Background: an optimization exercise with open tools, aiming at small area. Do not read the settings as production practice. Only simulation tests tie the RTL to the original design; equivalence was not proved.

==> flow/design.v <==
`timescale 1ps / 1ps
module sqrt
#(
    parameter integer D_W = 32
)
(
    input  wire                clk,
    input  wire                rst,
    input  wire                enable,
    input  wire                in_valid,
    input  wire [D_W-1:0]      qin,
    output wire                out_valid,
    output wire [(D_W>>1)-1:0] qout
);
reg [4:0] v;
always @(posedge clk) begin
    if (rst) v <= 5'd0;
    else if (enable) v <= {v[3:0], in_valid};
end
assign out_valid = v[4];
wire [1:0] a0 = qin[31:30];
wire [1:0] t0 = a0 - 2'd1;
wire ge0 = a0 != 2'd0;
wire [0:0] q1 = ge0;
wire [1:0] r1 = ge0 ? t0[1:0] : a0[1:0];
wire [3:0] a1 = {r1, qin[29:28]};
wire [4:0] t1 = {1'b0, a1} - {2'b00, q1, 2'b01};
wire ge1 = ~t1[4];
wire [1:0] q2 = {q1, ge1};
wire [2:0] r2 = ge1 ? t1[2:0] : a1[2:0];
wire [4:0] a2 = {r2, qin[27:26]};
wire [5:0] t2 = {1'b0, a2} - {2'b00, q2, 2'b01};
wire ge2 = ~t2[5];
wire [2:0] q3 = {q2, ge2};
wire [3:0] r3 = ge2 ? t2[3:0] : a2[3:0];
wire [5:0] a3 = {r3, qin[25:24]};
wire [6:0] t3 = {1'b0, a3} - {2'b00, q3, 2'b01};
wire ge3 = ~t3[6];
wire [3:0] q4 = {q3, ge3};
wire [4:0] r4 = ge3 ? t3[4:0] : a3[4:0];
reg [3:0] q_s0;
reg [4:0] r_s0;
reg [23:0] x_s0;
always @(posedge clk) begin
    if (enable) begin
        q_s0 <= q4;
        r_s0 <= r4;
        x_s0 <= qin[23:0];
    end
end
wire [6:0] a4 = {r_s0, x_s0[23:22]};
wire [7:0] t4 = {1'b0, a4} - {2'b00, q_s0, 2'b01};
wire ge4 = ~t4[7];
wire [4:0] q5 = {q_s0, ge4};
wire [5:0] r5 = ge4 ? t4[5:0] : a4[5:0];
wire [7:0] a5 = {r5, x_s0[21:20]};
wire [8:0] t5 = {1'b0, a5} - {2'b00, q5, 2'b01};
wire ge5 = ~t5[8];
wire [5:0] q6 = {q5, ge5};
wire [6:0] r6 = ge5 ? t5[6:0] : a5[6:0];
wire [8:0] a6 = {r6, x_s0[19:18]};
wire [9:0] t6 = {1'b0, a6} - {2'b00, q6, 2'b01};
wire ge6 = ~t6[9];
wire [6:0] q7 = {q6, ge6};
wire [7:0] r7 = ge6 ? t6[7:0] : a6[7:0];
reg [6:0] q_s1;
reg [7:0] r_s1;
reg [17:0] x_s1;
always @(posedge clk) begin
    if (enable) begin
        q_s1 <= q7;
        r_s1 <= r7;
        x_s1 <= x_s0[17:0];
    end
end
wire [9:0] a7 = {r_s1, x_s1[17:16]};
wire [10:0] t7 = {1'b0, a7} - {2'b00, q_s1, 2'b01};
wire ge7 = ~t7[10];
wire [7:0] q8 = {q_s1, ge7};
wire [8:0] r8 = ge7 ? t7[8:0] : a7[8:0];
wire [10:0] a8 = {r8, x_s1[15:14]};
wire [11:0] t8 = {1'b0, a8} - {2'b00, q8, 2'b01};
wire ge8 = ~t8[11];
wire [8:0] q9 = {q8, ge8};
wire [9:0] r9 = ge8 ? t8[9:0] : a8[9:0];
wire [11:0] a9 = {r9, x_s1[13:12]};
wire [12:0] t9 = {1'b0, a9} - {2'b00, q9, 2'b01};
wire ge9 = ~t9[12];
wire [9:0] q10 = {q9, ge9};
wire [10:0] r10 = ge9 ? t9[10:0] : a9[10:0];
reg [9:0] q_s2;
reg [10:0] r_s2;
reg [11:0] x_s2;
always @(posedge clk) begin
    if (enable) begin
        q_s2 <= q10;
        r_s2 <= r10;
        x_s2 <= x_s1[11:0];
    end
end
wire [12:0] a10 = {r_s2, x_s2[11:10]};
wire [13:0] t10 = {1'b0, a10} - {2'b00, q_s2, 2'b01};
wire ge10 = ~t10[13];
wire [10:0] q11 = {q_s2, ge10};
wire [11:0] r11 = ge10 ? t10[11:0] : a10[11:0];
wire [13:0] a11 = {r11, x_s2[9:8]};
wire [14:0] t11 = {1'b0, a11} - {2'b00, q11, 2'b01};
wire ge11 = ~t11[14];
wire [11:0] q12 = {q11, ge11};
wire [12:0] r12 = ge11 ? t11[12:0] : a11[12:0];
reg [11:0] q_s3;
reg [12:0] r_s3;
reg [7:0] x_s3;
always @(posedge clk) begin
    if (enable) begin
        q_s3 <= q12;
        r_s3 <= r12;
        x_s3 <= x_s2[7:0];
    end
end
wire [14:0] a12 = {r_s3, x_s3[7:6]};
wire [15:0] t12 = {1'b0, a12} - {2'b00, q_s3, 2'b01};
wire ge12 = ~t12[15];
wire [12:0] q13 = {q_s3, ge12};
wire [13:0] r13 = ge12 ? t12[13:0] : a12[13:0];
wire [15:0] a13 = {r13, x_s3[5:4]};
wire [16:0] t13 = {1'b0, a13} - {2'b00, q13, 2'b01};
wire ge13 = ~t13[16];
wire [13:0] q14 = {q13, ge13};
wire [14:0] r14 = ge13 ? t13[14:0] : a13[14:0];
reg [13:0] q_s4;
reg [14:0] r_s4;
reg [3:0] x_s4;
always @(posedge clk) begin
    if (enable) begin
        q_s4 <= q14;
        r_s4 <= r14;
        x_s4 <= x_s3[3:0];
    end
end
wire [18:0] a14 = {r_s4, x_s4[3:0]};
wire [19:0] u14_1 = {1'b0, a14} - {2'b00, q_s4, 3'b001};
wire [19:0] u14_2 = {1'b0, a14} - {1'b0, q_s4, 4'b0100};
wire [19:0] u14_3 = {1'b0, a14} - {1'b0, q_s4, 4'b1001} - {2'b00, q_s4, 3'b000};
wire c14_1 = ~u14_1[19];
wire c14_2 = ~u14_2[19];
wire c14_3 = ~u14_3[19];
wire [1:0] d14 = {c14_2, c14_3 | (c14_1 & ~c14_2)};
wire [15:0] q16 = {q_s4, d14};
assign qout = q16;
endmodule
export LEC_CHECK = 0
export CAP_MARGIN = 20
export CORE_MARGIN = 2
export CORE_UTILIZATION = 40
export CTS_BUF_LIST = sky130_fd_sc_hd__clkbuf_8
export GPL_TIMING_DRIVEN = 0
export SLEW_MARGIN = 20
create_clock -name core_clock -period 5.0 [get_ports {clk}]
standard.sh (not shown) runs the stock make flow with config.mk's settings and CLKGATE_MAP_FILE= SYNTH_SCRIPT=/design/flow/synth_recipe.tcl, a recipe that flattens the netlist after the stock synthesis.
==> flow/flow/run.sh <==
#!/bin/bash
# Own layout flow: the standard ORFS flow with two changes.
#  1. Synthesis is synth_recipe.tcl (the standard synthesis) except that its
#     ABC pass uses flow/area.abc, an area-oriented mapping script (&nf, then dch +
#     map -a, then ABC's usual timing-driven buffering and sizing), instead of
#     ORFS's abc_speed.script.  Registers are not touched by ABC.
#  2. The port buffers are the smallest buffer cell (buf_1).
# Every tool's output goes to run.log here; ORFS's per-step logs stay under
# orfs/logs/.
set -euo pipefail
cd "$(dirname "$0")/.."
work=$(pwd)
cat > my_synth.tcl <<EOT
proc abc {args} {
  set i [lsearch -exact \$args -script]
  if {\$i >= 0} { lset args [expr {\$i + 1}] $work/flow/area.abc }
  yosys abc {*}\$args
}
source $work/synth_recipe.tcl
EOT
bash standard.sh SYNTH_SCRIPT=$work/my_synth.tcl \
  BUFFER_PORTS_ARGS="-buffer_cell sky130_fd_sc_hd__buf_1" finish > run.log 2>&1
==> flow/flow/area.abc <==
strash
&get -n
&st
&dch
&nf -p
&put
strash
dch
map -a
topo
stime -c
buffer -c
upsize -c
dnsize -c
The starting point ran to the end with violations: negative setup slack.
Change:
==> flow/run.sh (new file) <==
#!/bin/bash
# synth_recipe.tcl (not shown) runs the flow's synth.tcl, then flattens the netlist and writes it again
# the make line also repeats each setting of config.mk as NAME=value (left out here)
make -C /OpenROAD-flow-scripts/flow DESIGN_CONFIG=/design/flow/config.mk WORK_HOME=/design/flow/orfs CLKGATE_MAP_FILE= SYNTH_SCRIPT=/design/flow/synth_recipe.tcl finish
--- a/flow/config.mk
+++ b/flow/config.mk
@@ -11 +10,0 @@
-export CTS_BUF_LIST = sky130_fd_sc_hd__clkbuf_8
removed: flow/flow/run.sh
removed: flow/flow/area.abc
removed: flow/standard.sh
Result: The new run finished but failed the layout checks on negative setup slack. Routed wire length is higher by 24%. Setup slack is worse by 530 ps. Global-route usage is higher by 2.6 points. Worst hold slack is worse by 6.5 ps. Non-clock buffer count is higher by 20.

re-timing with driven ports:
The flow's constraints put no driver on any port. The routed layouts listed below were extracted and timed again, unchanged, in two steps. Step 1 assumes that a clkbuf_16 drives the clock port and a buf_2 every other input. Step 2 times the ports against the registers' clock, not the clock port: input delays grow and output delays shrink by t, the midpoint of the rising clock arrivals with the driver on. a / b / c = no drivers / after step 1 / after step 2; a / b = the first two.
| run | t, ns | slack for setup (ns) | slew at the worst register clock pin (ns) |
|---|---|---|---|
| the first run | 0.504 | -0.142 / -0.142 / -0.142 | 0.11 / 0.11 |
| the second run | 0.480 | -0.673 / -0.673 / -0.673 | 0.08 / 0.08 |
